Source: an optimization exercise on an open RTL-to-GDS flow (aim: small area, a short achievable clock period and few clock cycles). Production flows keep margins and buffers that such runs may drop. Only simulation tests tie the RTL to the original design; equivalence was not proved.

==> flow/design.v (outline; a module is shown in full before it is edited, if it fits) <==
// module Milestone1: 913 lines
module Milestone1 (
   input  logic            Clock,
   input  logic            resetn,
   input  logic [15:0]     SRAM_read_data,
   input  logic            M1_start,
   output logic [17:0]     SRAM_address,
   output logic [15:0]     SRAM_write_data,
   output logic            SRAM_we_n,
   output logic            M1_end
);
  // ...
==> flow/run.sh <==
#!/bin/bash
# synth_recipe.tcl (not shown) runs the flow's synth.tcl, then flattens the netlist and writes it again
# the make line also repeats each setting of config.mk as NAME=value (left out here)
make -C /OpenROAD-flow-scripts/flow DESIGN_CONFIG=/design/flow/config.mk WORK_HOME=/design/flow/orfs CLKGATE_MAP_FILE= SYNTH_SCRIPT=/design/flow/synth_recipe.tcl finish
==> flow/config.mk <==
export PLATFORM = sky130hd
export DESIGN_NAME = Milestone1
export DESIGN_NICKNAME = Milestone1
export VERILOG_FILES = /design/flow/design.v
export SDC_FILE = /design/flow/constraint.sdc
export NUM_CORES = 4
export LEC_CHECK = 0
export CAP_MARGIN = 20
export CORE_MARGIN = 2
export CORE_UTILIZATION = 40
export SLEW_MARGIN = 20
==> flow/constraint.sdc <==
create_clock -name core_clock -period 13.0 [get_ports {Clock}]
set_input_delay 2.6000 -clock core_clock [delete_from_list [all_inputs] [get_ports {Clock}]]
set_output_delay 2.6000 -clock core_clock [all_outputs]
set_load 0.01 [all_outputs]
==> flow_summary.ini, run 1 <==
[yosys]
synth_mux_area_share_pct = 4.389
yosys.area_share.simple_pct = 8.412
synth_area_leaders = edfxtp_1 20%, dfxtp_1 16%, fa_1 14%
async_flop_share_pct = 1.170
yosysUniqueCellTypes = 73
synthMostInstantiatedCell = inv_1
synthTopCellsByCount = 408 x inv_1, 247 x ha_1, 184 x dfxtp_1, 156 x fa_1, 154 x edfxtp_1

[timing]
fmax_mhz = 211.1
hold_ws_ps = 438.5
finalSetupViolCount = 0

[layout]
seq_share_pct = 32.81
top_regs = uw (48), vw (48), ypr (23)
ff_latch_area_um2 = 8418
buffers_excl_clock = 65
final_cell_mix = 408 x inv_1, 247 x ha_1, 181 x dfxtp_1
clock_buffers = 52
multi_input_area_share_pct = 50.05

[cts]
cts.sinks = 342
clk_latency_ps = 570
cts_resized = 0

[critical_path]
start_kind = register
critical_path_required_ps = 13440
critical-path-top-delay-family = compound AO/OA/AOI/OAI gates
critPathKind = register to register
crit_end = SRAM_write_data[14]

[drt]
final_antenna_net_count = 0
met3_length_um = 2521
wire_per_inst_um = 18.48
viasPerCell = 5.168

[grt]
grt_max_degree = 69
overflow = 0
grt_pass1_wl_um = 91560

[job]
cap_violations = 0

[place]
place_hpwl_um = 45310

[min_path]
whs_endpoint = uw[3][0]
holdPathStages = 0
hp-start = uw[4][0]

[run_status]
status = complete, no violations
Testbench counts, summed over its fixed seeds: cycles 768,104.
==> module Milestone1, before the edit <==
module Milestone1 (
   input  logic            Clock,
   input  logic            resetn,
   input  logic [15:0]     SRAM_read_data,
   input  logic            M1_start,
   output logic [17:0]     SRAM_address,
   output logic [15:0]     SRAM_write_data,
   output logic            SRAM_we_n,
   output logic            M1_end
);
logic        running;
logic        wr_on;
logic [4:0]  cyc;           
logic [7:0]  col;           
logic [17:0] yptr;          
logic [17:0] wptr;          
logic [7:0]  uw [0:5];      
logic [7:0]  vw [0:5];      
logic [7:0]  ulow;          
logic [15:0] vbuf;          
logic [15:0] ybuf;          
logic [8:0]  uo, vo;        
logic [7:0]  bh;            
logic        fsel_u;
logic [7:0]  w0, w1, w2, w3, w4, w5;
logic [7:0]  t0, t1, t3, t4, t5;
logic [8:0]  fp, fq, fs;        
logic [8:0]  fout;
logic        c0, c1, c157, c158, c159;    
assign fsel_u = cyc[3];
assign w0 = fsel_u ? uw[0] : vw[0];
assign w1 = fsel_u ? uw[1] : vw[1];
assign w2 = fsel_u ? uw[2] : vw[2];
assign w3 = fsel_u ? uw[3] : vw[3];
assign w4 = fsel_u ? uw[4] : vw[4];
assign w5 = fsel_u ? uw[5] : vw[5];
assign t0 = c0 ? w2 : (c1 ? w1 : w0);
assign t1 = c0 ? w2 : w1;
assign t3 = c159 ? w2 : w3;
assign t4 = c159 ? w2 : (c158 ? w3 : w4);
assign t5 = c159 ? w2 : (c158 ? w3 : (c157 ? w4 : w5));
always_ff @(posedge Clock) begin
   fp <= {1'b0, t0} + {1'b0, t5};
   fq <= {1'b0, t1} + {1'b0, t4};
   fs <= {1'b0, w2} + {1'b0, t3};
end
logic ft_s0, ft_c0;
logic ft_s1, ft_c1;
logic ft_s2, ft_c2;
logic ft_s3, ft_c3;
logic ft_s4, ft_c4;
logic ft_s5, ft_c5;
logic ft_s6, ft_c6;
logic ft_s7, ft_c7;
logic ft_s8, ft_c8;
logic ft_s9, ft_c9;
logic ft_s10, ft_c10;
logic ft_s11, ft_c11;
logic ft_s12, ft_c12;
logic ft_s13, ft_c13;
logic ft_s14, ft_c14;
logic ft_s15, ft_c15;
logic ft_s16, ft_c16;
logic ft_s17, ft_c17;
logic ft_s18, ft_c18;
logic ft_s19, ft_c19;
logic ft_s20, ft_c20;
logic ft_s21, ft_c21;
logic ft_s22, ft_c22;
logic ft_s23, ft_c23;
logic ft_s24, ft_c24;
logic ft_s25, ft_c25;
logic ft_s26, ft_c26;
logic ft_s27, ft_c27;
logic ft_s28, ft_c28;
logic ft_s29, ft_c29;
logic ft_s30, ft_c30;
logic ft_s31, ft_c31;
logic ft_s32, ft_c32;
logic ft_s33, ft_c33;
logic ft_s34, ft_c34;
logic ft_s35, ft_c35;
logic ft_s36, ft_c36;
logic ft_s37, ft_c37;
logic ft_s38, ft_c38;
logic ft_s39, ft_c39;
logic ft_s40, ft_c40;
logic ft_s41, ft_c41;
logic ft_s42, ft_c42;
logic ft_s43, ft_c43;
logic ft_s44, ft_c44;
logic ft_s45, ft_c45;
logic ft_s46, ft_c46;
logic ft_s47, ft_c47;
logic ft_s48, ft_c48;
logic ft_s49, ft_c49;
logic ft_s50, ft_c50;
logic ft_s51, ft_c51;
logic ft_s52, ft_c52;
logic ft_s53, ft_c53;
logic ft_s54, ft_c54;
logic ft_s55, ft_c55;
logic ft_s56, ft_c56;
logic ft_s57, ft_c57;
logic ft_s58, ft_c58;
logic ft_s59, ft_c59;
logic ft_s60, ft_c60;
logic ft_s61, ft_c61;
logic ft_s62, ft_c62;
logic ft_s63, ft_c63;
logic ft_s64, ft_c64;
logic ft_s65, ft_c65;
logic ft_s66, ft_c66;
logic ft_s67, ft_c67;
logic ft_s68, ft_c68;
logic ft_s69, ft_c69;
logic ft_s70, ft_c70;
logic ft_s71, ft_c71;
logic ft_s72, ft_c72;
logic [16:0] ft_ra, ft_rb, ft_sum;
assign ft_s0 = fp[3] ^ fp[5];
assign ft_c0 = fp[3] & fp[5];
assign ft_s1 = fp[4] ^ fp[6];
assign ft_c1 = fp[4] & fp[6];
assign ft_s2 = fp[1] ^ fp[3];
assign ft_c2 = fp[1] & fp[3];
assign ft_s3 = fp[2] ^ fp[4] ^ fp[6];
assign ft_c3 = (fp[2] & fp[4]) | (fp[2] & fp[6]) | (fp[4] & fp[6]);
assign ft_s4 = ~fq[0] ^ fq[3] ^ fq[4];
assign ft_c4 = (~fq[0] & fq[3]) | (~fq[0] & fq[4]) | (fq[3] & fq[4]);
assign ft_s5 = fp[7] ^ ~fq[1] ^ fq[4];
assign ft_c5 = (fp[7] & ~fq[1]) | (fp[7] & fq[4]) | (~fq[1] & fq[4]);
assign ft_s6 = fq[5] ^ fs[0] ^ fs[2];
assign ft_c6 = (fq[5] & fs[0]) | (fq[5] & fs[2]) | (fs[0] & fs[2]);
assign ft_s7 = ~~fs[7];
assign ft_c7 = ~fs[7];
assign ft_s8 = fp[8] ^ ~fq[2] ^ fq[5];
assign ft_c8 = (fp[8] & ~fq[2]) | (fp[8] & fq[5]) | (~fq[2] & fq[5]);
assign ft_s9 = fq[6] ^ fs[1] ^ fs[3];
assign ft_c9 = (fq[6] & fs[1]) | (fq[6] & fs[3]) | (fs[1] & fs[3]);
assign ft_s10 = ~fs[8] ^ ft_c0 ^ ft_s1;
assign ft_c10 = (~fs[8] & ft_c0) | (~fs[8] & ft_s1) | (ft_c0 & ft_s1);
assign ft_s11 = fp[5] ^ fp[7] ^ ~fq[3];
assign ft_c11 = (fp[5] & fp[7]) | (fp[5] & ~fq[3]) | (fp[7] & ~fq[3]);
assign ft_s12 = fq[6] ^ fq[7] ^ fs[2];
assign ft_c12 = (fq[6] & fq[7]) | (fq[6] & fs[2]) | (fq[7] & fs[2]);
assign ft_s13 = ~(fs[4] ^ ft_c1);
assign ft_c13 = fs[4] | ft_c1;
assign ft_s14 = fp[6] ^ fp[8] ^ ~fq[4];
assign ft_c14 = (fp[6] & fp[8]) | (fp[6] & ~fq[4]) | (fp[8] & ~fq[4]);
assign ft_s15 = fq[7] ^ fq[8] ^ fs[3];
assign ft_c15 = (fq[7] & fq[8]) | (fq[7] & fs[3]) | (fq[8] & fs[3]);
assign ft_s16 = ~fs[5];
assign ft_c16 = fs[5];
assign ft_s17 = fp[7] ^ ~fq[5] ^ fq[8];
assign ft_c17 = (fp[7] & ~fq[5]) | (fp[7] & fq[8]) | (~fq[5] & fq[8]);
assign ft_s18 = fs[4] ^ fs[6];
assign ft_c18 = fs[4] & fs[6];
assign ft_s19 = fp[8] ^ ~fq[6];
assign ft_c19 = fp[8] & ~fq[6];
assign ft_s20 = fp[1] ^ fp[3];
assign ft_c20 = fp[1] & fp[3];
assign ft_s21 = fp[0] ^ fp[2] ^ fp[4];
assign ft_c21 = (fp[0] & fp[2]) | (fp[0] & fp[4]) | (fp[2] & fp[4]);
assign ft_s22 = fq[1] ^ fq[2];
assign ft_c22 = fq[1] & fq[2];
assign ft_s23 = fp[5] ^ fq[2] ^ fq[3];
assign ft_c23 = (fp[5] & fq[2]) | (fp[5] & fq[3]) | (fq[2] & fq[3]);
assign ft_s24 = fs[0] ^ ~fs[5] ^ ft_s2;
assign ft_c24 = (fs[0] & ~fs[5]) | (fs[0] & ft_s2) | (~fs[5] & ft_s2);
assign ft_s25 = ~(fs[1] ^ ~fs[6]);
assign ft_c25 = fs[1] | ~fs[6];
assign ft_s26 = ft_c2 ^ ft_s3 ^ ft_s4;
assign ft_c26 = (ft_c2 & ft_s3) | (ft_c2 & ft_s4) | (ft_s3 & ft_s4);
assign ft_s27 = ft_s7 ^ ft_s0 ^ ft_c3;
assign ft_c27 = (ft_s7 & ft_s0) | (ft_s7 & ft_c3) | (ft_s0 & ft_c3);
assign ft_s28 = ft_c4 ^ ft_s5 ^ ft_s6;
assign ft_c28 = (ft_c4 & ft_s5) | (ft_c4 & ft_s6) | (ft_s5 & ft_s6);
assign ft_s29 = ft_c7 ^ ft_c5 ^ ft_c6;
assign ft_c29 = (ft_c7 & ft_c5) | (ft_c7 & ft_c6) | (ft_c5 & ft_c6);
assign ft_s30 = ft_s8 ^ ft_s9 ^ ft_s10;
assign ft_c30 = (ft_s8 & ft_s9) | (ft_s8 & ft_s10) | (ft_s9 & ft_s10);
assign ft_s31 = ft_c8 ^ ft_c9 ^ ft_s11;
assign ft_c31 = (ft_c8 & ft_c9) | (ft_c8 & ft_s11) | (ft_c9 & ft_s11);
assign ft_s32 = ft_s12 ^ ft_s13 ^ ft_c10;
assign ft_c32 = (ft_s12 & ft_s13) | (ft_s12 & ft_c10) | (ft_s13 & ft_c10);
assign ft_s33 = ft_s16 ^ ft_c11 ^ ft_c12;
assign ft_c33 = (ft_s16 & ft_c11) | (ft_s16 & ft_c12) | (ft_c11 & ft_c12);
assign ft_s34 = ft_c13 ^ ft_s14 ^ ft_s15;
assign ft_c34 = (ft_c13 & ft_s14) | (ft_c13 & ft_s15) | (ft_s14 & ft_s15);
assign ft_s35 = ~(ft_c16 ^ ft_s18);
assign ft_c35 = ft_c16 | ft_s18;
assign ft_s36 = ft_c14 ^ ft_c15 ^ ft_s17;
assign ft_c36 = (ft_c14 & ft_c15) | (ft_c14 & ft_s17) | (ft_c15 & ft_s17);
assign ft_s37 = ~(fs[5] ^ fs[7]);
assign ft_c37 = fs[5] | fs[7];
assign ft_s38 = ft_c18 ^ ft_s19 ^ ft_c17;
assign ft_c38 = (ft_c18 & ft_s19) | (ft_c18 & ft_c17) | (ft_s19 & ft_c17);
assign ft_s39 = ~fq[7] ^ fs[6] ^ fs[8];
assign ft_c39 = (~fq[7] & fs[6]) | (~fq[7] & fs[8]) | (fs[6] & fs[8]);
assign ft_s40 = ~ft_c19;
assign ft_c40 = ft_c19;
assign ft_s41 = ~fq[8] ^ fs[7];
assign ft_c41 = ~fq[8] & fs[7];
assign ft_s42 = fp[0] ^ fp[2];
assign ft_c42 = fp[0] & fp[2];
assign ft_s43 = fq[0] ^ fq[1] ^ ~fs[3];
assign ft_c43 = (fq[0] & fq[1]) | (fq[0] & ~fs[3]) | (fq[1] & ~fs[3]);
assign ft_s44 = ~fs[4] ^ ft_c20 ^ ft_s22;
assign ft_c44 = (~fs[4] & ft_c20) | (~fs[4] & ft_s22) | (ft_c20 & ft_s22);
assign ft_s45 = ft_c22 ^ ft_c21 ^ ft_s23;
assign ft_c45 = (ft_c22 & ft_c21) | (ft_c22 & ft_s23) | (ft_c21 & ft_s23);
assign ft_s46 = ft_s25 ^ ft_c23 ^ ft_c24;
assign ft_c46 = (ft_s25 & ft_c23) | (ft_s25 & ft_c24) | (ft_c23 & ft_c24);
assign ft_s47 = ft_c25 ^ ft_c26 ^ ft_s27;
assign ft_c47 = (ft_c25 & ft_c26) | (ft_c25 & ft_s27) | (ft_c26 & ft_s27);
assign ft_s48 = ft_c27 ^ ft_c28 ^ ft_s29;
assign ft_c48 = (ft_c27 & ft_c28) | (ft_c27 & ft_s29) | (ft_c28 & ft_s29);
assign ft_s49 = ft_c29 ^ ft_s31 ^ ft_s32;
assign ft_c49 = (ft_c29 & ft_s31) | (ft_c29 & ft_s32) | (ft_s31 & ft_s32);
assign ft_s50 = ft_c31 ^ ft_s33 ^ ft_s34;
assign ft_c50 = (ft_c31 & ft_s33) | (ft_c31 & ft_s34) | (ft_s33 & ft_s34);
assign ft_s51 = ft_s35 ^ ft_c33 ^ ft_c34;
assign ft_c51 = (ft_s35 & ft_c33) | (ft_s35 & ft_c34) | (ft_c33 & ft_c34);
assign ft_s52 = ft_s37 ^ ft_c35 ^ ft_c36;
assign ft_c52 = (ft_s37 & ft_c35) | (ft_s37 & ft_c36) | (ft_c35 & ft_c36);
assign ft_s53 = ft_c37 ^ ft_s40 ^ ft_s39;
assign ft_c53 = (ft_c37 & ft_s40) | (ft_c37 & ft_s39) | (ft_s40 & ft_s39);
assign ft_s54 = ~(ft_c40 ^ ft_s41);
assign ft_c54 = ft_c40 | ft_s41;
assign ft_s55 = ~fs[8];
assign ft_c55 = fs[8];
assign ft_s56 = fp[0] ^ ~fs[0];
assign ft_c56 = fp[0] & ~fs[0];
assign ft_s57 = fp[1] ^ ~fs[1];
assign ft_c57 = fp[1] & ~fs[1];
assign ft_s58 = fq[0] ^ ~fs[2] ^ ft_s42;
assign ft_c58 = (fq[0] & ~fs[2]) | (fq[0] & ft_s42) | (~fs[2] & ft_s42);
assign ft_s59 = ft_c42 ^ ft_s20 ^ ft_s43;
assign ft_c59 = (ft_c42 & ft_s20) | (ft_c42 & ft_s43) | (ft_s20 & ft_s43);
assign ft_s60 = ft_c43 ^ ft_s21 ^ ft_s44;
assign ft_c60 = (ft_c43 & ft_s21) | (ft_c43 & ft_s44) | (ft_s21 & ft_s44);
assign ft_s61 = ft_c44 ^ ft_s24 ^ ft_s45;
assign ft_c61 = (ft_c44 & ft_s24) | (ft_c44 & ft_s45) | (ft_s24 & ft_s45);
assign ft_s62 = ft_c45 ^ ft_s26 ^ ft_s46;
assign ft_c62 = (ft_c45 & ft_s26) | (ft_c45 & ft_s46) | (ft_s26 & ft_s46);
assign ft_s63 = ft_s28 ^ ft_c46 ^ ft_s47;
assign ft_c63 = (ft_s28 & ft_c46) | (ft_s28 & ft_s47) | (ft_c46 & ft_s47);
assign ft_s64 = ft_c47 ^ ft_s30 ^ ft_s48;
assign ft_c64 = (ft_c47 & ft_s30) | (ft_c47 & ft_s48) | (ft_s30 & ft_s48);
assign ft_s65 = ft_c30 ^ ft_c48 ^ ft_s49;
assign ft_c65 = (ft_c30 & ft_c48) | (ft_c30 & ft_s49) | (ft_c48 & ft_s49);
assign ft_s66 = ft_c32 ^ ft_s50 ^ ft_c49;
assign ft_c66 = (ft_c32 & ft_s50) | (ft_c32 & ft_c49) | (ft_s50 & ft_c49);
assign ft_s67 = ft_s36 ^ ft_c50 ^ ft_s51;
assign ft_c67 = (ft_s36 & ft_c50) | (ft_s36 & ft_s51) | (ft_c50 & ft_s51);
assign ft_s68 = ft_s38 ^ ft_c51 ^ ft_s52;
assign ft_c68 = (ft_s38 & ft_c51) | (ft_s38 & ft_s52) | (ft_c51 & ft_s52);
assign ft_s69 = ft_c38 ^ ft_s53 ^ ft_c52;
assign ft_c69 = (ft_c38 & ft_s53) | (ft_c38 & ft_c52) | (ft_s53 & ft_c52);
assign ft_s70 = ft_c39 ^ ft_s54 ^ ft_c53;
assign ft_c70 = (ft_c39 & ft_s54) | (ft_c39 & ft_c53) | (ft_s54 & ft_c53);
assign ft_s71 = ft_s55 ^ ft_c41 ^ ft_c54;
assign ft_c71 = (ft_s55 & ft_c41) | (ft_s55 & ft_c54) | (ft_c41 & ft_c54);
assign ft_s72 = ~ft_c55;
assign ft_c72 = ft_c55;
assign ft_ra = {ft_c71, ft_c70, ft_c69, ft_c68, ft_c67, ft_c66, ft_c65, ft_c64, ft_c63, ft_c62, ft_c61, ft_c60, ft_c59, ft_c58, ft_c57, ft_c56, ft_s56};
assign ft_rb = {ft_s72, ft_s71, ft_s70, ft_s69, ft_s68, ft_s67, ft_s66, ft_s65, ft_s64, ft_s63, ft_s62, ft_s61, ft_s60, ft_s59, ft_s58, ft_s57, 1'b1};
assign ft_sum = ft_ra + ft_rb;
assign fout = ft_sum[16:8];
logic [7:0]  ysel;
logic [8:0]  usel, vsel;
logic [22:0] ypr;               
logic [8:0]  xu, xv;
logic [10:0] xu3, xv3;
logic [7:0]  cr, cg, cb;
assign ysel = cyc[0] ? ybuf[15:8] : ybuf[7:0];
assign usel = cyc[0] ? {uw[2][7], ~uw[2][7], uw[2][6:0]} : uo;
assign vsel = cyc[0] ? {vw[2][7], ~vw[2][7], vw[2][6:0]} : vo;
logic yt_s0, yt_c0;
logic yt_s1, yt_c1;
logic yt_s2, yt_c2;
logic yt_s3, yt_c3;
logic yt_s4, yt_c4;
logic yt_s5, yt_c5;
logic yt_s6, yt_c6;
logic yt_s7, yt_c7;
logic yt_s8, yt_c8;
logic yt_s9, yt_c9;
logic yt_s10, yt_c10;
logic [24:0] yt_ra, yt_rb, yt_sum;
assign yt_s0 = ysel[0] ^ ysel[3];
assign yt_c0 = ysel[0] & ysel[3];
assign yt_s1 = ysel[1] ^ ysel[4];
assign yt_c1 = ysel[1] & ysel[4];
assign yt_s2 = ysel[2] ^ ysel[5];
assign yt_c2 = ysel[2] & ysel[5];
assign yt_s3 = ysel[0] ^ ysel[2];
assign yt_c3 = ysel[0] & ysel[2];
assign yt_s4 = ysel[1] ^ ysel[3] ^ ysel[5];
assign yt_c4 = (ysel[1] & ysel[3]) | (ysel[1] & ysel[5]) | (ysel[3] & ysel[5]);
assign yt_s5 = ysel[2] ^ ysel[4] ^ ysel[6];
assign yt_c5 = (ysel[2] & ysel[4]) | (ysel[2] & ysel[6]) | (ysel[4] & ysel[6]);
assign yt_s6 = ysel[5] ^ ysel[7] ^ yt_s0;
assign yt_c6 = (ysel[5] & ysel[7]) | (ysel[5] & yt_s0) | (ysel[7] & yt_s0);
assign yt_s7 = ysel[6] ^ yt_c0 ^ yt_s1;
assign yt_c7 = (ysel[6] & yt_c0) | (ysel[6] & yt_s1) | (yt_c0 & yt_s1);
assign yt_s8 = ysel[7] ^ yt_c1 ^ yt_s2;
assign yt_c8 = (ysel[7] & yt_c1) | (ysel[7] & yt_s2) | (yt_c1 & yt_s2);
assign yt_s9 = ysel[3] ^ ysel[6] ^ yt_c2;
assign yt_c9 = (ysel[3] & ysel[6]) | (ysel[3] & yt_c2) | (ysel[6] & yt_c2);
assign yt_s10 = ysel[4] ^ ysel[7];
assign yt_c10 = ysel[4] & ysel[7];
assign yt_ra = {1'b0, ysel[7], ysel[6], yt_c10, yt_c9, yt_c8, yt_c7, yt_c6, yt_c5, yt_c4, yt_c3, yt_s3, ysel[1], ysel[0], ysel[1], ysel[0], ~ysel[6], ~ysel[5], ~ysel[4], ~ysel[3], ~ysel[2], ~ysel[1], ~ysel[0], 1'b0, 1'b0};
assign yt_rb = {1'b0, 1'b0, 1'b0, ysel[5], yt_s10, yt_s9, yt_s8, yt_s7, yt_s6, yt_s5, yt_s4, ysel[4], ysel[3], ysel[2], 1'b0, ~ysel[7], 1'b0, 1'b0, 1'b0, 1'b0, 1'b0, 1'b0, 1'b0, 1'b0, 1'b0};
assign yt_sum = yt_ra + yt_rb;
always_ff @(posedge Clock) begin
   ypr <= yt_sum[24:2];
   xu  <= usel;
   xv  <= vsel;
   xu3 <= {2'b00, usel} + {1'b0, usel, 1'b0};
   xv3 <= {2'b00, vsel} + {1'b0, vsel, 1'b0};
end
logic rt_s0, rt_c0;
logic rt_s1, rt_c1;
logic rt_s2, rt_c2;
logic rt_s3, rt_c3;
logic rt_s4, rt_c4;
logic rt_s5, rt_c5;
logic rt_s6, rt_c6;
logic rt_s7, rt_c7;
logic rt_s8, rt_c8;
logic rt_s9, rt_c9;
logic rt_s10, rt_c10;
logic rt_s11, rt_c11;
logic rt_s12, rt_c12;
logic rt_s13, rt_c13;
logic rt_s14, rt_c14;
logic rt_s15, rt_c15;
logic rt_s16, rt_c16;
logic rt_s17, rt_c17;
logic rt_s18, rt_c18;
logic rt_s19, rt_c19;
logic rt_s20, rt_c20;
logic rt_s21, rt_c21;
logic rt_s22, rt_c22;
logic rt_s23, rt_c23;
logic rt_s24, rt_c24;
logic rt_s25, rt_c25;
logic rt_s26, rt_c26;
logic rt_s27, rt_c27;
logic rt_s28, rt_c28;
logic rt_s29, rt_c29;
logic rt_s30, rt_c30;
logic rt_s31, rt_c31;
logic rt_s32, rt_c32;
logic rt_s33, rt_c33;
logic rt_s34, rt_c34;
logic rt_s35, rt_c35;
logic rt_s36, rt_c36;
logic rt_s37, rt_c37;
logic rt_s38, rt_c38;
logic rt_s39, rt_c39;
logic rt_s40, rt_c40;
logic rt_s41, rt_c41;
logic rt_s42, rt_c42;
logic rt_s43, rt_c43;
logic rt_s44, rt_c44;
logic rt_s45, rt_c45;
logic rt_s46, rt_c46;
logic [26:0] rt_ra, rt_rb, rt_sum;
assign rt_s0 = ypr[6] ^ xv[1];
assign rt_c0 = ypr[6] & xv[1];
assign rt_s1 = ypr[7] ^ xv[2];
assign rt_c1 = ypr[7] & xv[2];
assign rt_s2 = ypr[8] ^ xv[3];
assign rt_c2 = ypr[8] & xv[3];
assign rt_s3 = ypr[9] ^ xv3[0] ^ xv[4];
assign rt_c3 = (ypr[9] & xv3[0]) | (ypr[9] & xv[4]) | (xv3[0] & xv[4]);
assign rt_s4 = ypr[10] ^ xv3[1];
assign rt_c4 = ypr[10] & xv3[1];
assign rt_s5 = ypr[13] ^ xv3[0];
assign rt_c5 = ypr[13] & xv3[0];
assign rt_s6 = ypr[4] ^ xv[2];
assign rt_c6 = ypr[4] & xv[2];
assign rt_s7 = ypr[5] ^ xv[0] ^ xv[3];
assign rt_c7 = (ypr[5] & xv[0]) | (ypr[5] & xv[3]) | (xv[0] & xv[3]);
assign rt_s8 = ~(xv[4] ^ xv3[8]);
assign rt_c8 = xv[4] | xv3[8];
assign rt_s9 = xv[5] ^ xv3[9] ^ rt_c0;
assign rt_c9 = (xv[5] & xv3[9]) | (xv[5] & rt_c0) | (xv3[9] & rt_c0);
assign rt_s10 = xv[6] ^ xv3[10] ^ rt_c1;
assign rt_c10 = (xv[6] & xv3[10]) | (xv[6] & rt_c1) | (xv3[10] & rt_c1);
assign rt_s11 = ~(xv[7] ^ rt_c2);
assign rt_c11 = xv[7] | rt_c2;
assign rt_s12 = xv[5] ^ xv[8] ^ rt_s4;
assign rt_c12 = (xv[5] & xv[8]) | (xv[5] & rt_s4) | (xv[8] & rt_s4);
assign rt_s13 = ypr[11] ^ xv3[2] ^ xv[6];
assign rt_c13 = (ypr[11] & xv3[2]) | (ypr[11] & xv[6]) | (xv3[2] & xv[6]);
assign rt_s14 = ypr[12] ^ xv3[3] ^ xv[7];
assign rt_c14 = (ypr[12] & xv3[3]) | (ypr[12] & xv[7]) | (xv3[3] & xv[7]);
assign rt_s15 = ~(xv3[4] ^ xv[8]);
assign rt_c15 = xv3[4] | xv[8];
assign rt_s16 = ypr[14] ^ xv3[1] ^ xv3[5];
assign rt_c16 = (ypr[14] & xv3[1]) | (ypr[14] & xv3[5]) | (xv3[1] & xv3[5]);
assign rt_s17 = ypr[15] ^ xv3[2];
assign rt_c17 = ypr[15] & xv3[2];
assign rt_s18 = ypr[16] ^ xv3[3] ^ xv3[7];
assign rt_c18 = (ypr[16] & xv3[3]) | (ypr[16] & xv3[7]) | (xv3[3] & xv3[7]);
assign rt_s19 = ypr[17] ^ xv3[4];
assign rt_c19 = ypr[17] & xv3[4];
assign rt_s20 = ypr[18] ^ xv3[5] ^ xv3[9];
assign rt_c20 = (ypr[18] & xv3[5]) | (ypr[18] & xv3[9]) | (xv3[5] & xv3[9]);
assign rt_s21 = ypr[19] ^ xv3[6];
assign rt_c21 = ypr[19] & xv3[6];
assign rt_s22 = ypr[20] ^ xv3[7];
assign rt_c22 = ypr[20] & xv3[7];
assign rt_s23 = ypr[0] ^ xv3[2];
assign rt_c23 = ypr[0] & xv3[2];
assign rt_s24 = ypr[1] ^ xv3[3];
assign rt_c24 = ypr[1] & xv3[3];
assign rt_s25 = ypr[2] ^ xv[0] ^ xv3[4];
assign rt_c25 = (ypr[2] & xv[0]) | (ypr[2] & xv3[4]) | (xv[0] & xv3[4]);
assign rt_s26 = ypr[3] ^ xv[1] ^ xv3[5];
assign rt_c26 = (ypr[3] & xv[1]) | (ypr[3] & xv3[5]) | (xv[1] & xv3[5]);
assign rt_s27 = ~(xv3[6] ^ rt_s6);
assign rt_c27 = xv3[6] | rt_s6;
assign rt_s28 = xv3[7] ^ rt_c6 ^ rt_s7;
assign rt_c28 = (xv3[7] & rt_c6) | (xv3[7] & rt_s7) | (rt_c6 & rt_s7);
assign rt_s29 = rt_s8 ^ rt_s0 ^ rt_c7;
assign rt_c29 = (rt_s8 & rt_s0) | (rt_s8 & rt_c7) | (rt_s0 & rt_c7);
assign rt_s30 = rt_c8 ^ rt_s1 ^ rt_s9;
assign rt_c30 = (rt_c8 & rt_s1) | (rt_c8 & rt_s9) | (rt_s1 & rt_s9);
assign rt_s31 = rt_s2 ^ rt_c9 ^ rt_s10;
assign rt_c31 = (rt_s2 & rt_c9) | (rt_s2 & rt_s10) | (rt_c9 & rt_s10);
assign rt_s32 = rt_s11 ^ rt_s3 ^ rt_c10;
assign rt_c32 = (rt_s11 & rt_s3) | (rt_s11 & rt_c10) | (rt_s3 & rt_c10);
assign rt_s33 = rt_c3 ^ rt_c11 ^ rt_s12;
assign rt_c33 = (rt_c3 & rt_c11) | (rt_c3 & rt_s12) | (rt_c11 & rt_s12);
assign rt_s34 = rt_c4 ^ rt_s13 ^ rt_c12;
assign rt_c34 = (rt_c4 & rt_s13) | (rt_c4 & rt_c12) | (rt_s13 & rt_c12);
assign rt_s35 = ~(rt_c13 ^ rt_s14);
assign rt_c35 = rt_c13 | rt_s14;
assign rt_s36 = rt_s15 ^ rt_s5 ^ rt_c14;
assign rt_c36 = (rt_s15 & rt_s5) | (rt_s15 & rt_c14) | (rt_s5 & rt_c14);
assign rt_s37 = rt_c15 ^ rt_c5 ^ rt_s16;
assign rt_c37 = (rt_c15 & rt_c5) | (rt_c15 & rt_s16) | (rt_c5 & rt_s16);
assign rt_s38 = xv3[6] ^ rt_s17 ^ rt_c16;
assign rt_c38 = (xv3[6] & rt_s17) | (xv3[6] & rt_c16) | (rt_s17 & rt_c16);
assign rt_s39 = ~(rt_c17 ^ rt_s18);
assign rt_c39 = rt_c17 | rt_s18;
assign rt_s40 = xv3[8] ^ rt_s19 ^ rt_c18;
assign rt_c40 = (xv3[8] & rt_s19) | (xv3[8] & rt_c18) | (rt_s19 & rt_c18);
assign rt_s41 = ~(rt_c19 ^ rt_s20);
assign rt_c41 = rt_c19 | rt_s20;
assign rt_s42 = xv3[10] ^ rt_s21 ^ rt_c20;
assign rt_c42 = (xv3[10] & rt_s21) | (xv3[10] & rt_c20) | (rt_s21 & rt_c20);
assign rt_s43 = ~(rt_c21 ^ rt_s22);
assign rt_c43 = rt_c21 | rt_s22;
assign rt_s44 = ypr[21] ^ xv3[8] ^ rt_c22;
assign rt_c44 = (ypr[21] & xv3[8]) | (ypr[21] & rt_c22) | (xv3[8] & rt_c22);
assign rt_s45 = ypr[22] ^ xv3[9];
assign rt_c45 = ypr[22] & xv3[9];
assign rt_s46 = ~xv3[10];
assign rt_c46 = xv3[10];
assign rt_ra = {rt_c46, rt_c45, rt_c44, rt_c43, rt_c42, rt_c41, rt_c40, rt_c39, rt_c38, rt_c37, rt_c36, rt_c35, rt_c34, rt_c33, rt_c32, rt_c31, rt_c30, rt_c29, rt_c28, rt_c27, rt_c26, rt_c25, rt_c24, rt_c23, rt_s23, xv3[1], xv3[0]};
assign rt_rb = {1'b1, rt_s46, rt_s45, rt_s44, rt_s43, rt_s42, rt_s41, rt_s40, rt_s39, rt_s38, rt_s37, rt_s36, rt_s35, rt_s34, rt_s33, rt_s32, rt_s31, rt_s30, rt_s29, rt_s28, rt_s27, rt_s26, rt_s25, rt_s24, 1'b1, 1'b0, 1'b0};
assign rt_sum = rt_ra + rt_rb;
logic gt_s0, gt_c0;
logic gt_s1, gt_c1;
logic gt_s2, gt_c2;
logic gt_s3, gt_c3;
logic gt_s4, gt_c4;
logic gt_s5, gt_c5;
logic gt_s6, gt_c6;
logic gt_s7, gt_c7;
logic gt_s8, gt_c8;
logic gt_s9, gt_c9;
logic gt_s10, gt_c10;
logic gt_s11, gt_c11;
logic gt_s12, gt_c12;
logic gt_s13, gt_c13;
logic gt_s14, gt_c14;
logic gt_s15, gt_c15;
logic gt_s16, gt_c16;
logic gt_s17, gt_c17;
logic gt_s18, gt_c18;
logic gt_s19, gt_c19;
logic gt_s20, gt_c20;
logic gt_s21, gt_c21;
logic gt_s22, gt_c22;
logic gt_s23, gt_c23;
logic gt_s24, gt_c24;
logic gt_s25, gt_c25;
logic gt_s26, gt_c26;
logic gt_s27, gt_c27;
logic gt_s28, gt_c28;
logic gt_s29, gt_c29;
logic gt_s30, gt_c30;
logic gt_s31, gt_c31;
logic gt_s32, gt_c32;
logic gt_s33, gt_c33;
logic gt_s34, gt_c34;
logic gt_s35, gt_c35;
logic gt_s36, gt_c36;
logic gt_s37, gt_c37;
logic gt_s38, gt_c38;
logic gt_s39, gt_c39;
logic gt_s40, gt_c40;
logic gt_s41, gt_c41;
logic gt_s42, gt_c42;
logic gt_s43, gt_c43;
logic gt_s44, gt_c44;
logic gt_s45, gt_c45;
logic gt_s46, gt_c46;
logic gt_s47, gt_c47;
logic gt_s48, gt_c48;
logic gt_s49, gt_c49;
logic gt_s50, gt_c50;
logic gt_s51, gt_c51;
logic gt_s52, gt_c52;
logic gt_s53, gt_c53;
logic gt_s54, gt_c54;
logic gt_s55, gt_c55;
logic gt_s56, gt_c56;
logic gt_s57, gt_c57;
logic gt_s58, gt_c58;
logic gt_s59, gt_c59;
logic gt_s60, gt_c60;
logic gt_s61, gt_c61;
logic gt_s62, gt_c62;
logic gt_s63, gt_c63;
logic gt_s64, gt_c64;
logic gt_s65, gt_c65;
logic gt_s66, gt_c66;
logic gt_s67, gt_c67;
logic gt_s68, gt_c68;
logic gt_s69, gt_c69;
logic gt_s70, gt_c70;
logic gt_s71, gt_c71;
logic [26:0] gt_ra, gt_rb, gt_sum;
assign gt_s0 = ypr[3] ^ ~xu3[2];
assign gt_c0 = ypr[3] & ~xu3[2];
assign gt_s1 = ypr[4] ^ ~xu3[3] ^ ~xv[1];
assign gt_c1 = (ypr[4] & ~xu3[3]) | (ypr[4] & ~xv[1]) | (~xu3[3] & ~xv[1]);
assign gt_s2 = ypr[5] ^ ~xu3[4];
assign gt_c2 = ypr[5] & ~xu3[4];
assign gt_s3 = ypr[6] ^ ~xu3[5] ^ ~xv[3];
assign gt_c3 = (ypr[6] & ~xu3[5]) | (ypr[6] & ~xv[3]) | (~xu3[5] & ~xv[3]);
assign gt_s4 = ypr[7] ^ ~xu3[6];
assign gt_c4 = ypr[7] & ~xu3[6];
assign gt_s5 = ypr[8] ^ ~xu[0] ^ ~xu3[7];
assign gt_c5 = (ypr[8] & ~xu[0]) | (ypr[8] & ~xu3[7]) | (~xu[0] & ~xu3[7]);
assign gt_s6 = ypr[9] ^ ~xu[1];
assign gt_c6 = ypr[9] & ~xu[1];
assign gt_s7 = ypr[10] ^ ~xu[2] ^ ~xu3[9];
assign gt_c7 = (ypr[10] & ~xu[2]) | (ypr[10] & ~xu3[9]) | (~xu[2] & ~xu3[9]);
assign gt_s8 = ypr[11] ^ ~xu3[0] ^ ~xu[3];
assign gt_c8 = (ypr[11] & ~xu3[0]) | (ypr[11] & ~xu[3]) | (~xu3[0] & ~xu[3]);
assign gt_s9 = ~xu3[10] ^ ~xv[1];
assign gt_c9 = ~xu3[10] & ~xv[1];
assign gt_s10 = ypr[12] ^ ~xu3[1] ^ ~xu[4];
assign gt_c10 = (ypr[12] & ~xu3[1]) | (ypr[12] & ~xu[4]) | (~xu3[1] & ~xu[4]);
assign gt_s11 = ~xv3[0] ^ ~xv[2];
assign gt_c11 = ~xv3[0] & ~xv[2];
assign gt_s12 = ypr[13] ^ ~xu3[2] ^ ~xu[5];
assign gt_c12 = (ypr[13] & ~xu3[2]) | (ypr[13] & ~xu[5]) | (~xu3[2] & ~xu[5]);
assign gt_s13 = ~(~xv3[1] ^ ~xv[3]);
assign gt_c13 = ~xv3[1] | ~xv[3];
assign gt_s14 = ypr[14] ^ ~xu3[3] ^ ~xu[6];
assign gt_c14 = (ypr[14] & ~xu3[3]) | (ypr[14] & ~xu[6]) | (~xu3[3] & ~xu[6]);
assign gt_s15 = ~(~xv3[2] ^ ~xv[4]);
assign gt_c15 = ~xv3[2] | ~xv[4];
assign gt_s16 = ypr[15] ^ ~xu3[4] ^ ~xu[7];
assign gt_c16 = (ypr[15] & ~xu3[4]) | (ypr[15] & ~xu[7]) | (~xu3[4] & ~xu[7]);
assign gt_s17 = ~xv3[3] ^ ~xv[5];
assign gt_c17 = ~xv3[3] & ~xv[5];
assign gt_s18 = ypr[16] ^ ~xu3[5] ^ ~xu[8];
assign gt_c18 = (ypr[16] & ~xu3[5]) | (ypr[16] & ~xu[8]) | (~xu3[5] & ~xu[8]);
assign gt_s19 = ~xv3[4] ^ ~xv[6];
assign gt_c19 = ~xv3[4] & ~xv[6];
assign gt_s20 = ypr[17] ^ ~xu3[6] ^ ~xv3[5];
assign gt_c20 = (ypr[17] & ~xu3[6]) | (ypr[17] & ~xv3[5]) | (~xu3[6] & ~xv3[5]);
assign gt_s21 = ~~xv[7];
assign gt_c21 = ~xv[7];
assign gt_s22 = ypr[18] ^ ~xu3[7] ^ ~xv3[6];
assign gt_c22 = (ypr[18] & ~xu3[7]) | (ypr[18] & ~xv3[6]) | (~xu3[7] & ~xv3[6]);
assign gt_s23 = ~~xv[8];
assign gt_c23 = ~xv[8];
assign gt_s24 = ypr[19] ^ ~xu3[8] ^ ~xv3[7];
assign gt_c24 = (ypr[19] & ~xu3[8]) | (ypr[19] & ~xv3[7]) | (~xu3[8] & ~xv3[7]);
assign gt_s25 = ypr[20] ^ ~xu3[9];
assign gt_c25 = ypr[20] & ~xu3[9];
assign gt_s26 = ypr[21] ^ ~xu3[10];
assign gt_c26 = ypr[21] & ~xu3[10];
assign gt_s27 = ypr[1] ^ ~xu3[0];
assign gt_c27 = ypr[1] & ~xu3[0];
assign gt_s28 = ypr[2] ^ ~xu3[1];
assign gt_c28 = ypr[2] & ~xu3[1];
assign gt_s29 = ~(~xv[0] ^ ~xv[5]);
assign gt_c29 = ~xv[0] | ~xv[5];
assign gt_s30 = ~(~xv[6] ^ gt_c0);
assign gt_c30 = ~xv[6] | gt_c0;
assign gt_s31 = ~xv[2] ^ ~xv[7] ^ gt_s2;
assign gt_c31 = (~xv[2] & ~xv[7]) | (~xv[2] & gt_s2) | (~xv[7] & gt_s2);
assign gt_s32 = ~(~xv[8] ^ gt_c2);
assign gt_c32 = ~xv[8] | gt_c2;
assign gt_s33 = ~(~xv[4] ^ gt_s4);
assign gt_c33 = ~xv[4] | gt_s4;
assign gt_s34 = ~(~xv[5] ^ gt_c4);
assign gt_c34 = ~xv[5] | gt_c4;
assign gt_s35 = ~xu3[8] ^ ~xv[6] ^ gt_s6;
assign gt_c35 = (~xu3[8] & ~xv[6]) | (~xu3[8] & gt_s6) | (~xv[6] & gt_s6);
assign gt_s36 = ~xv[0] ^ ~xv[7] ^ gt_c6;
assign gt_c36 = (~xv[0] & ~xv[7]) | (~xv[0] & gt_c6) | (~xv[7] & gt_c6);
assign gt_s37 = ~xv[8] ^ gt_s9 ^ gt_c7;
assign gt_c37 = (~xv[8] & gt_s9) | (~xv[8] & gt_c7) | (gt_s9 & gt_c7);
assign gt_s38 = gt_c9 ^ gt_s11 ^ gt_c8;
assign gt_c38 = (gt_c9 & gt_s11) | (gt_c9 & gt_c8) | (gt_s11 & gt_c8);
assign gt_s39 = gt_c11 ^ gt_s13 ^ gt_c10;
assign gt_c39 = (gt_c11 & gt_s13) | (gt_c11 & gt_c10) | (gt_s13 & gt_c10);
assign gt_s40 = gt_c13 ^ gt_s15 ^ gt_c12;
assign gt_c40 = (gt_c13 & gt_s15) | (gt_c13 & gt_c12) | (gt_s15 & gt_c12);
assign gt_s41 = gt_c15 ^ gt_s17 ^ gt_c14;
assign gt_c41 = (gt_c15 & gt_s17) | (gt_c15 & gt_c14) | (gt_s17 & gt_c14);
assign gt_s42 = gt_c17 ^ gt_s19 ^ gt_c16;
assign gt_c42 = (gt_c17 & gt_s19) | (gt_c17 & gt_c16) | (gt_s19 & gt_c16);
assign gt_s43 = gt_s21 ^ gt_c19 ^ gt_c18;
assign gt_c43 = (gt_s21 & gt_c19) | (gt_s21 & gt_c18) | (gt_c19 & gt_c18);
assign gt_s44 = gt_c21 ^ gt_s23 ^ gt_c20;
assign gt_c44 = (gt_c21 & gt_s23) | (gt_c21 & gt_c20) | (gt_s23 & gt_c20);
assign gt_s45 = ~(gt_c23 ^ gt_c22);
assign gt_c45 = gt_c23 | gt_c22;
assign gt_s46 = ~(~xv3[8] ^ gt_s25);
assign gt_c46 = ~xv3[8] | gt_s25;
assign gt_s47 = ~(~xv3[9] ^ gt_c25);
assign gt_c47 = ~xv3[9] | gt_c25;
assign gt_s48 = ~(ypr[22] ^ ~xv3[10]);
assign gt_c48 = ypr[22] | ~xv3[10];
assign gt_s49 = ypr[0] ^ ~xv[2];
assign gt_c49 = ypr[0] & ~xv[2];
assign gt_s50 = ~(~xv[3] ^ gt_s27);
assign gt_c50 = ~xv[3] | gt_s27;
assign gt_s51 = ~xv[4] ^ gt_c27 ^ gt_s28;
assign gt_c51 = (~xv[4] & gt_c27) | (~xv[4] & gt_s28) | (gt_c27 & gt_s28);
assign gt_s52 = gt_c28 ^ gt_s29 ^ gt_s0;
assign gt_c52 = (gt_c28 & gt_s29) | (gt_c28 & gt_s0) | (gt_s29 & gt_s0);
assign gt_s53 = gt_c29 ^ gt_s30 ^ gt_s1;
assign gt_c53 = (gt_c29 & gt_s30) | (gt_c29 & gt_s1) | (gt_s30 & gt_s1);
assign gt_s54 = gt_c1 ^ gt_c30 ^ gt_s31;
assign gt_c54 = (gt_c1 & gt_c30) | (gt_c1 & gt_s31) | (gt_c30 & gt_s31);
assign gt_s55 = gt_s32 ^ gt_s3 ^ gt_c31;
assign gt_c55 = (gt_s32 & gt_s3) | (gt_s32 & gt_c31) | (gt_s3 & gt_c31);
assign gt_s56 = gt_c3 ^ gt_c32 ^ gt_s33;
assign gt_c56 = (gt_c3 & gt_c32) | (gt_c3 & gt_s33) | (gt_c32 & gt_s33);
assign gt_s57 = gt_s34 ^ gt_s5 ^ gt_c33;
assign gt_c57 = (gt_s34 & gt_s5) | (gt_s34 & gt_c33) | (gt_s5 & gt_c33);
assign gt_s58 = gt_c5 ^ gt_c34 ^ gt_s35;
assign gt_c58 = (gt_c5 & gt_c34) | (gt_c5 & gt_s35) | (gt_c34 & gt_s35);
assign gt_s59 = gt_s7 ^ gt_c35 ^ gt_s36;
assign gt_c59 = (gt_s7 & gt_c35) | (gt_s7 & gt_s36) | (gt_c35 & gt_s36);
assign gt_s60 = gt_s8 ^ gt_c36 ^ gt_s37;
assign gt_c60 = (gt_s8 & gt_c36) | (gt_s8 & gt_s37) | (gt_c36 & gt_s37);
assign gt_s61 = gt_s10 ^ gt_c37 ^ gt_s38;
assign gt_c61 = (gt_s10 & gt_c37) | (gt_s10 & gt_s38) | (gt_c37 & gt_s38);
assign gt_s62 = gt_s12 ^ gt_c38 ^ gt_s39;
assign gt_c62 = (gt_s12 & gt_c38) | (gt_s12 & gt_s39) | (gt_c38 & gt_s39);
assign gt_s63 = gt_s14 ^ gt_c39 ^ gt_s40;
assign gt_c63 = (gt_s14 & gt_c39) | (gt_s14 & gt_s40) | (gt_c39 & gt_s40);
assign gt_s64 = gt_s16 ^ gt_c40 ^ gt_s41;
assign gt_c64 = (gt_s16 & gt_c40) | (gt_s16 & gt_s41) | (gt_c40 & gt_s41);
assign gt_s65 = gt_s18 ^ gt_c41 ^ gt_s42;
assign gt_c65 = (gt_s18 & gt_c41) | (gt_s18 & gt_s42) | (gt_c41 & gt_s42);
assign gt_s66 = gt_s20 ^ gt_c42 ^ gt_s43;
assign gt_c66 = (gt_s20 & gt_c42) | (gt_s20 & gt_s43) | (gt_c42 & gt_s43);
assign gt_s67 = gt_s22 ^ gt_c43 ^ gt_s44;
assign gt_c67 = (gt_s22 & gt_c43) | (gt_s22 & gt_s44) | (gt_c43 & gt_s44);
assign gt_s68 = gt_s24 ^ gt_s45 ^ gt_c44;
assign gt_c68 = (gt_s24 & gt_s45) | (gt_s24 & gt_c44) | (gt_s45 & gt_c44);
assign gt_s69 = gt_c24 ^ gt_s46 ^ gt_c45;
assign gt_c69 = (gt_c24 & gt_s46) | (gt_c24 & gt_c45) | (gt_s46 & gt_c45);
assign gt_s70 = gt_s26 ^ gt_s47 ^ gt_c46;
assign gt_c70 = (gt_s26 & gt_s47) | (gt_s26 & gt_c46) | (gt_s47 & gt_c46);
assign gt_s71 = gt_s48 ^ gt_c26 ^ gt_c47;
assign gt_c71 = (gt_s48 & gt_c26) | (gt_s48 & gt_c47) | (gt_c26 & gt_c47);
assign gt_ra = {1'b1, gt_c71, gt_c70, gt_c69, gt_c68, gt_c67, gt_c66, gt_c65, gt_c64, gt_c63, gt_c62, gt_c61, gt_c60, gt_c59, gt_c58, gt_c57, gt_c56, gt_c55, gt_c54, gt_c53, gt_c52, gt_c51, gt_c50, gt_c49, gt_s49, ~xv[1], ~xv[0]};
assign gt_rb = {1'b0, gt_c48, gt_s71, gt_s70, gt_s69, gt_s68, gt_s67, gt_s66, gt_s65, gt_s64, gt_s63, gt_s62, gt_s61, gt_s60, gt_s59, gt_s58, gt_s57, gt_s56, gt_s55, gt_s54, gt_s53, gt_s52, gt_s51, gt_s50, 1'b1, 1'b0, 1'b1};
assign gt_sum = gt_ra + gt_rb;
logic bt_s0, bt_c0;
logic bt_s1, bt_c1;
logic bt_s2, bt_c2;
logic bt_s3, bt_c3;
logic bt_s4, bt_c4;
logic bt_s5, bt_c5;
logic bt_s6, bt_c6;
logic bt_s7, bt_c7;
logic bt_s8, bt_c8;
logic bt_s9, bt_c9;
logic bt_s10, bt_c10;
logic bt_s11, bt_c11;
logic bt_s12, bt_c12;
logic bt_s13, bt_c13;
logic bt_s14, bt_c14;
logic bt_s15, bt_c15;
logic bt_s16, bt_c16;
logic bt_s17, bt_c17;
logic bt_s18, bt_c18;
logic bt_s19, bt_c19;
logic bt_s20, bt_c20;
logic bt_s21, bt_c21;
logic bt_s22, bt_c22;
logic bt_s23, bt_c23;
logic bt_s24, bt_c24;
logic bt_s25, bt_c25;
logic bt_s26, bt_c26;
logic bt_s27, bt_c27;
logic bt_s28, bt_c28;
logic bt_s29, bt_c29;
logic bt_s30, bt_c30;
logic bt_s31, bt_c31;
logic bt_s32, bt_c32;
logic bt_s33, bt_c33;
logic bt_s34, bt_c34;
logic bt_s35, bt_c35;
logic bt_s36, bt_c36;
logic bt_s37, bt_c37;
logic bt_s38, bt_c38;
logic bt_s39, bt_c39;
logic bt_s40, bt_c40;
logic bt_s41, bt_c41;
logic bt_s42, bt_c42;
logic bt_s43, bt_c43;
logic bt_s44, bt_c44;
logic [26:0] bt_ra, bt_rb, bt_sum;
assign bt_s0 = ypr[6] ^ xu[1];
assign bt_c0 = ypr[6] & xu[1];
assign bt_s1 = ypr[7] ^ xu[2];
assign bt_c1 = ypr[7] & xu[2];
assign bt_s2 = ypr[8] ^ xu[0] ^ xu[3];
assign bt_c2 = (ypr[8] & xu[0]) | (ypr[8] & xu[3]) | (xu[0] & xu[3]);
assign bt_s3 = ypr[9] ^ xu[1];
assign bt_c3 = ypr[9] & xu[1];
assign bt_s4 = ypr[10] ^ xu[2];
assign bt_c4 = ypr[10] & xu[2];
assign bt_s5 = ypr[11] ^ xu[3];
assign bt_c5 = ypr[11] & xu[3];
assign bt_s6 = ypr[12] ^ xu[4];
assign bt_c6 = ypr[12] & xu[4];
assign bt_s7 = ypr[13] ^ xu[5];
assign bt_c7 = ypr[13] & xu[5];
assign bt_s8 = ypr[4] ^ xu3[3];
assign bt_c8 = ypr[4] & xu3[3];
assign bt_s9 = ypr[5] ^ xu[0] ^ xu3[4];
assign bt_c9 = (ypr[5] & xu[0]) | (ypr[5] & xu3[4]) | (xu[0] & xu3[4]);
assign bt_s10 = ~(xu3[5] ^ xu3[8]);
assign bt_c10 = xu3[5] | xu3[8];
assign bt_s11 = xu3[6] ^ xu3[9] ^ bt_c0;
assign bt_c11 = (xu3[6] & xu3[9]) | (xu3[6] & bt_c0) | (xu3[9] & bt_c0);
assign bt_s12 = xu3[7] ^ xu3[10] ^ bt_c1;
assign bt_c12 = (xu3[7] & xu3[10]) | (xu3[7] & bt_c1) | (xu3[10] & bt_c1);
assign bt_s13 = xu[4] ^ xu3[8] ^ bt_s3;
assign bt_c13 = (xu[4] & xu3[8]) | (xu[4] & bt_s3) | (xu3[8] & bt_s3);
assign bt_s14 = xu[5] ^ xu3[9] ^ bt_c3;
assign bt_c14 = (xu[5] & xu3[9]) | (xu[5] & bt_c3) | (xu3[9] & bt_c3);
assign bt_s15 = xu[6] ^ xu3[10] ^ bt_c4;
assign bt_c15 = (xu[6] & xu3[10]) | (xu[6] & bt_c4) | (xu3[10] & bt_c4);
assign bt_s16 = ~(xu[7] ^ bt_c5);
assign bt_c16 = xu[7] | bt_c5;
assign bt_s17 = ~(xu[8] ^ bt_c6);
assign bt_c17 = xu[8] | bt_c6;
assign bt_s18 = ypr[14] ^ xu[6];
assign bt_c18 = ypr[14] & xu[6];
assign bt_s19 = ypr[15] ^ xu[0];
assign bt_c19 = ypr[15] & xu[0];
assign bt_s20 = ypr[16] ^ xu[1];
assign bt_c20 = ypr[16] & xu[1];
assign bt_s21 = ypr[17] ^ xu[2];
assign bt_c21 = ypr[17] & xu[2];
assign bt_s22 = ypr[0] ^ xu3[2];
assign bt_c22 = ypr[0] & xu3[2];
assign bt_s23 = ypr[1] ^ xu3[0] ^ xu3[3];
assign bt_c23 = (ypr[1] & xu3[0]) | (ypr[1] & xu3[3]) | (xu3[0] & xu3[3]);
assign bt_s24 = ypr[2] ^ xu3[1] ^ xu3[4];
assign bt_c24 = (ypr[2] & xu3[1]) | (ypr[2] & xu3[4]) | (xu3[1] & xu3[4]);
assign bt_s25 = ypr[3] ^ xu3[2] ^ xu3[5];
assign bt_c25 = (ypr[3] & xu3[2]) | (ypr[3] & xu3[5]) | (xu3[2] & xu3[5]);
assign bt_s26 = ~(xu3[6] ^ bt_s8);
assign bt_c26 = xu3[6] | bt_s8;
assign bt_s27 = xu3[7] ^ bt_c8 ^ bt_s9;
assign bt_c27 = (xu3[7] & bt_c8) | (xu3[7] & bt_s9) | (bt_c8 & bt_s9);
assign bt_s28 = bt_s10 ^ bt_s0 ^ bt_c9;
assign bt_c28 = (bt_s10 & bt_s0) | (bt_s10 & bt_c9) | (bt_s0 & bt_c9);
assign bt_s29 = bt_c10 ^ bt_s1 ^ bt_s11;
assign bt_c29 = (bt_c10 & bt_s1) | (bt_c10 & bt_s11) | (bt_s1 & bt_s11);
assign bt_s30 = bt_s2 ^ bt_c11 ^ bt_s12;
assign bt_c30 = (bt_s2 & bt_c11) | (bt_s2 & bt_s12) | (bt_c11 & bt_s12);
assign bt_s31 = bt_c2 ^ bt_c12 ^ bt_s13;
assign bt_c31 = (bt_c2 & bt_c12) | (bt_c2 & bt_s13) | (bt_c12 & bt_s13);
assign bt_s32 = bt_s4 ^ bt_c13 ^ bt_s14;
assign bt_c32 = (bt_s4 & bt_c13) | (bt_s4 & bt_s14) | (bt_c13 & bt_s14);
assign bt_s33 = bt_s5 ^ bt_c14 ^ bt_s15;
assign bt_c33 = (bt_s5 & bt_c14) | (bt_s5 & bt_s15) | (bt_c14 & bt_s15);
assign bt_s34 = bt_s6 ^ bt_s16 ^ bt_c15;
assign bt_c34 = (bt_s6 & bt_s16) | (bt_s6 & bt_c15) | (bt_s16 & bt_c15);
assign bt_s35 = bt_s7 ^ bt_c16 ^ bt_s17;
assign bt_c35 = (bt_s7 & bt_c16) | (bt_s7 & bt_s17) | (bt_c16 & bt_s17);
assign bt_s36 = bt_c7 ^ bt_s18 ^ bt_c17;
assign bt_c36 = (bt_c7 & bt_s18) | (bt_c7 & bt_c17) | (bt_s18 & bt_c17);
assign bt_s37 = xu[7] ^ bt_c18 ^ bt_s19;
assign bt_c37 = (xu[7] & bt_c18) | (xu[7] & bt_s19) | (bt_c18 & bt_s19);
assign bt_s38 = xu[8] ^ bt_c19 ^ bt_s20;
assign bt_c38 = (xu[8] & bt_c19) | (xu[8] & bt_s20) | (bt_c19 & bt_s20);
assign bt_s39 = ~(bt_c20 ^ bt_s21);
assign bt_c39 = bt_c20 | bt_s21;
assign bt_s40 = ypr[18] ^ xu[3] ^ bt_c21;
assign bt_c40 = (ypr[18] & xu[3]) | (ypr[18] & bt_c21) | (xu[3] & bt_c21);
assign bt_s41 = ~(ypr[19] ^ xu[4]);
assign bt_c41 = ypr[19] | xu[4];
assign bt_s42 = ~(ypr[20] ^ xu[5]);
assign bt_c42 = ypr[20] | xu[5];
assign bt_s43 = ~(ypr[21] ^ xu[6]);
assign bt_c43 = ypr[21] | xu[6];
assign bt_s44 = ~(ypr[22] ^ xu[7]);
assign bt_c44 = ypr[22] | xu[7];
assign bt_ra = {1'b1, bt_c44, bt_c43, bt_c42, bt_c41, bt_c40, bt_c39, bt_c38, bt_c37, bt_c36, bt_c35, bt_c34, bt_c33, bt_c32, bt_c31, bt_c30, bt_c29, bt_c28, bt_c27, bt_c26, bt_c25, bt_c24, bt_c23, bt_c22, bt_s22, xu3[1], xu3[0]};
assign bt_rb = {1'b0, xu[8], bt_s44, bt_s43, bt_s42, bt_s41, bt_s40, bt_s39, bt_s38, bt_s37, bt_s36, bt_s35, bt_s34, bt_s33, bt_s32, bt_s31, bt_s30, bt_s29, bt_s28, bt_s27, bt_s26, bt_s25, bt_s24, bt_s23, 1'b1, 1'b0, 1'b0};
assign bt_sum = bt_ra + bt_rb;
function automatic logic [7:0] clip(input logic [26:0] v);
   if (v[26])               clip = 8'd0;
   else if (v[25] | v[24])  clip = 8'd255;
   else                     clip = v[23:16];
endfunction
assign cr = clip(rt_sum);
assign cg = clip(gt_sum);
assign cb = clip(bt_sum);
logic [17:0] caddr_sum;
logic [17:0] caddr;
assign caddr_sum = yptr + (yptr[0] ? 18'd76804 : 18'd115204);
assign caddr = {1'b0, caddr_sum[17:1]};
always_ff @(posedge Clock or negedge resetn) begin
   if (~resetn) begin
      running   <= 1'b0;
      M1_end    <= 1'b0;
      SRAM_we_n <= 1'b1;
      wr_on     <= 1'b0;
   end else begin
      if (~running) begin
         SRAM_we_n <= 1'b1;
         if (M1_start) begin
            running <= 1'b1;
            M1_end  <= 1'b0;
            wr_on   <= 1'b0;
         end
      end else begin
         SRAM_we_n <= ~(wr_on & (cyc[1] | cyc[2] | cyc[3]));
         if (cyc[3] & c0) wr_on <= 1'b1;
         if (cyc[4] & (yptr == 18'd38401)) begin
            running <= 1'b0;
            M1_end  <= 1'b1;
         end
      end
   end
end
always_ff @(posedge Clock) begin
   if (~running & M1_start) begin
      cyc  <= 5'b00001;
      col  <= 8'd155;
      {c157, c158, c159, c0, c1} <= 5'd0;
      yptr <= 18'h3fffc;       
      wptr <= 18'd146944;
      SRAM_address <= 18'd57600;
   end else begin
      cyc <= {cyc[3:0], cyc[4]};
      if (cyc[4]) SRAM_address <= caddr;
      if (cyc[0]) begin
         SRAM_address <= yptr;
         yptr <= yptr + 18'd1;
      end
      if (cyc[1] | cyc[2] | cyc[3]) begin
         SRAM_address <= wptr;
         if (wr_on) wptr <= wptr + 18'd1;
      end
      if (cyc[2]) begin
         col  <= c159 ? 8'd0 : col + 8'd1;
         c157 <= (col == 8'd156);
         c158 <= c157;
         c159 <= c158;
         c0   <= c159;
         c1   <= c0;
      end
   end
   if (cyc[4]) uo <= fout;
   if (cyc[0]) vo <= fout;
   bh <= cb;
   if (cyc[1]) SRAM_write_data <= {cr, cg};
   else if (cyc[2]) SRAM_write_data <= {bh, cr};
   else SRAM_write_data <= {cg, cb};
   if (cyc[2]) begin
      uw[0] <= uw[1]; uw[1] <= uw[2]; uw[2] <= uw[3]; uw[3] <= uw[4]; uw[4] <= uw[5];
      vw[0] <= vw[1]; vw[1] <= vw[2]; vw[2] <= vw[3]; vw[3] <= vw[4]; vw[4] <= vw[5];
      if (~yptr[0]) begin         
         uw[5] <= SRAM_read_data[15:8];
         ulow  <= SRAM_read_data[7:0];
         vw[5] <= vbuf[15:8];
      end else begin              
         uw[5] <= ulow;
         vw[5] <= vbuf[7:0];
         vbuf  <= SRAM_read_data;
      end
   end
   if (cyc[3]) ybuf <= SRAM_read_data;
end
endmodule
==> run 2, diff against run 1 <==
--- a/flow/design.v
+++ b/flow/design.v
@@ -276,7 +276,7 @@
 logic [8:0]  xu, xv;
 logic [10:0] xu3, xv3;
 logic [7:0]  cr, cg, cb;
-assign ysel = cyc[0] ? ybuf[15:8] : ybuf[7:0];
+assign ysel = ybuf[15:8];    
 assign usel = cyc[0] ? {uw[2][7], ~uw[2][7], uw[2][6:0]} : uo;
 assign vsel = cyc[0] ? {vw[2][7], ~vw[2][7], vw[2][6:0]} : vo;
 logic yt_s0, yt_c0;
@@ -869,7 +869,7 @@
       col  <= 8'd155;
       {c157, c158, c159, c0, c1} <= 5'd0;
       yptr <= 18'h3fffc;       
-      wptr <= 18'd146944;
+      wptr <= 18'd146929;      
       SRAM_address <= 18'd57600;
    end else begin
       cyc <= {cyc[3:0], cyc[4]};
@@ -880,7 +880,7 @@
       end
       if (cyc[1] | cyc[2] | cyc[3]) begin
          SRAM_address <= wptr;
-         if (wr_on) wptr <= wptr + 18'd1;
+         wptr <= wptr + 18'd1;
       end
       if (cyc[2]) begin
          col  <= c159 ? 8'd0 : col + 8'd1;
@@ -911,5 +911,6 @@
       end
    end
    if (cyc[3]) ybuf <= SRAM_read_data;
+   else if (cyc[0]) ybuf[15:8] <= ybuf[7:0];
 end
 endmodule
==> run 2 against run 1 <==
  * Setup slack better by 140 ps
  * Critical path depth down 1
  * Hold slack improved by 4.0 ps
  * Register-to-register slack improved by 140 ps
  * First-iteration DRC count fell by 6.3%
  * Utilization barely moved
  * Flip-flop and latch count did not move
  * Highest routed layer unchanged
==> flow_summary.ini, run 2 <==
[run_status]
status = complete, no violations

[grt]
grt_max_degree = 70
grtUsageMet3_pct = 3.217
overflow = 0
grt_pass1_wl_um = 89670
grt_usage_pct = 19.36
grt_util_met2_pct = 31.12
grt_pass1_vias = 16219
antenna_found_initial = 2
met1_usage_pct = 26.76
top_usage_layer = met2

[critical_path]
worst_ep_arrival_time_ps = 5020
rr_startpoint = ypr[13]
rr_worst_depth = 14
worst_setup_path_end_kind = register
rrSetupSlack_ps = 8400
critical_path_required_ps = 13420
start_kind = register
r2r_end = SRAM_write_data[5]
worstPathMaxFanout = 16
critPathKind = register to register

[cts]
clkSlewWorstSetupHoldPaths_ps = 60
post_cts_buffers = 0
root_buffer = clkbuf_16
cts.sinks = 342
cts_resized = 0
cts_made_buffers = 40
htreeDepth = 2
max-clock-path-buffers = 3
clk_latency_ps = 590
cts_tree = yes
cts_hold_buffers = 0

[yosys]
synth_flop_cell = dfxtp_1
synthMostInstantiatedCell = inv_1
postSynthCellCount = 2259
yosysSeqAreaShare_pct = 36.57
ys_seq_elements = 342
yosysTopAreaCell = edfxtp_1
synth_edf_count = 154
synth_top_area_share_pct = 20.11
synth_area_leaders = edfxtp_1 20%, dfxtp_1 16%, fa_1 14%
netlist_area_um2 = 22990
syn_area_per_cell_um2 = 10.18
yosysWarnings = 3
yosysUniqueCellTypes = 76
async_flop_share_pct = 1.170
syn-num-nets = 2681
synthTopCellsByCount = 402 x inv_1, 247 x ha_1, 184 x dfxtp_1, 156 x fa_1, 154 x edfxtp_1

[floorplanning]
num_rows = 87
dieWidth_um = 243.8
ios = 55
die_h_um = 243.8
dieArea_um2 = 59420
start_util_pct = 40.62
fp.coreArea_um2 = 56600

[layout]
utilization_pct = 45.30
final_common_cell = inv_1
final_cell_mix = 402 x inv_1, 247 x ha_1, 181 x dfxtp_1
syn2layout_area_growth_pct = 11.50
n_antenna_cell = 0
top_regs = uw (48), vw (48), ypr (23)
nFillCells = 5379
nNetsFinal = 2730
drive_above_1_share_pct = 6.752

[place]
globalplace.congestion = 0.9265
port_buffers = 54
place_hpwl_um = 45590

[min_path]
holdPathStages = 1
hp-start = wr_on
whs_endpoint = SRAM_we_n
min-delay-path-class = register to register

[drt]
via_count = 15835
drc = 0
final_antenna_net_count = 0
wire_per_inst_um = 18.33
viasPerCell = 5.115
drt_iter0_drc = 1007
wl_um = 56770
drt_first_pass_iters = 5

[timing]
hold_violations = 0
tightest_slew_ps = 936.3
finalSetupTns_ps = 0
clock_skew_ps = 27.63
finalSetupViolCount = 0
finalMaxSlewViolations = 0
fin_crit_sh_pct = 35.39
rsz0062_at_grt = no
fin_crit_ps = 4600
fmax_mhz = 217.4
relSlewSlack_pct = 37.58
hold_ws_ps = 442.5

[job]
cap_violations = 0
[run 2: changes by cell type in the layout (fill, tap and decap cells not counted), sizes merged, moves of 8 or more]
| cell | delta |
|---|---|
| a211oi | -8 |
| nand3 | -8 |
| o221ai | +8 |
| nor2 | +29 |
| mux2i | -11 |
| o211ai | +14 |
| nand2 | +12 |
[run 2: how the worst max path moves through the flow]
stage / cells past startpoint / slack [ps] / startpoint / end
after floorplan: 14 / 8930 / fp[4] / uo[8]
after global placement: 15 / 8490 / xv3[5] / SRAM_write_data[13]
after detailed placement: 15 / 8430 / xv3[5] / SRAM_write_data[5]
after CTS: 15 / 8410 / xv3[5] / SRAM_write_data[5]
after global routing: 15 / 8120 / xv3[5] / SRAM_write_data[5]
final: 14 / 8400 / ypr[13] / SRAM_write_data[5]
[run 2: metal layers]
metal,vias up,share of wire [%]
met3,88,5.0
met1,7707,47
met5,-,0
met2,319,45
li1,7721,-
met4,0,2.6
[run 2: through the flow]
| step | cell area [um2] | cells | worst slack (ps) |
|---|---|---|---|
| CTS | 25640 | 3096 | 8414 |
| floorplan | 22990 | 2259 | 8930 |
| global placement | 24350 | 3022 | 8491 |
| global route | 25640 | 3096 | 8116 |
| finish | 25640 | 3096 | 8400 |
| detailed placement | 24350 | 3022 | 8433 |
[run 2: area by class of cell]
class                      instances  area, um2  share of cell area (%)
sequential                       342       8418                   32.83
timing repair buffer              67      638.1                   2.489
tap                              756      945.9                   3.689
clock inverter                    20      198.9                  0.7759
clock buffer                      54       1089                   4.246
multi-input combinational       1454      12840                   50.07
inverter                         403       1513                   5.900
[run 2: cell families (layout without fill, tap and decap cells)]
logic type / Yosys count / count (layout) / share of synthesized area, %
AO/OA/AOI/OAI: 419 / 419 / 11.83
XOR/XNOR: 100 / 100 / 3.809
adder cells (fa/ha/maj): 403 / 403 / 27.02
buffers and inverters: 463 / 544 / 7.634
flip-flops: 342 / 342 / 36.57
multiplexers: 90 / 90 / 4.250
AND/OR/NAND/NOR: 442 / 442 / 8.886
[run 2: worst max-delay path, stage by stage, from the launching register on]
cell and delay, ps:
dfxtp_1 550, inv_1 120, fa_1 450, fa_1 450
fa_1 500, inv_1 40, ha_1 450, inv_2 70
nor4_1 470, a21oi_1 210, a2bb2oi_1 210, a21oi_2 140
o211ai_2 280, o21bai_1 340, o221ai_1 180
Testbench counts of run 2, summed over its fixed seeds: cycles 768,104.

port drivers added, routing unchanged:
The flow's constraints put no driver on any port. The routed layouts listed below were extracted and timed again, unchanged, in two steps. Step 1 (the two cells are an assumption about what drives the block):
set clk [get_ports {Clock}]
set_driving_cell -lib_cell sky130_fd_sc_hd__clkbuf_16 $clk
set_driving_cell -lib_cell sky130_fd_sc_hd__buf_2 [delete_from_list [all_inputs] $clk]
Step 2 adds t to the input delays and takes it off the output delays; t is the mean of the earliest and latest rising clock arrival at the registers after step 1. Input paths then give back, and output paths get back, about the clock's delay inside the block. Three values: ideal, step 1, step 2; two values: the first two.
| run | shift t [ns] | slack for setup (ns) | hold slack, ns | worst register clock-pin slew, ns |
|---|---|---|---|---|
| run 1 | 0.615 | 8.263 / 8.263 / 8.263 | 0.439 / 0.439 / 0.439 | 0.07 / 0.07 |
| run 2 | 0.631 | 8.400 / 8.400 / 8.400 | 0.443 / 0.443 / 0.443 | 0.07 / 0.07 |
After both steps every run listed still meets setup and hold.
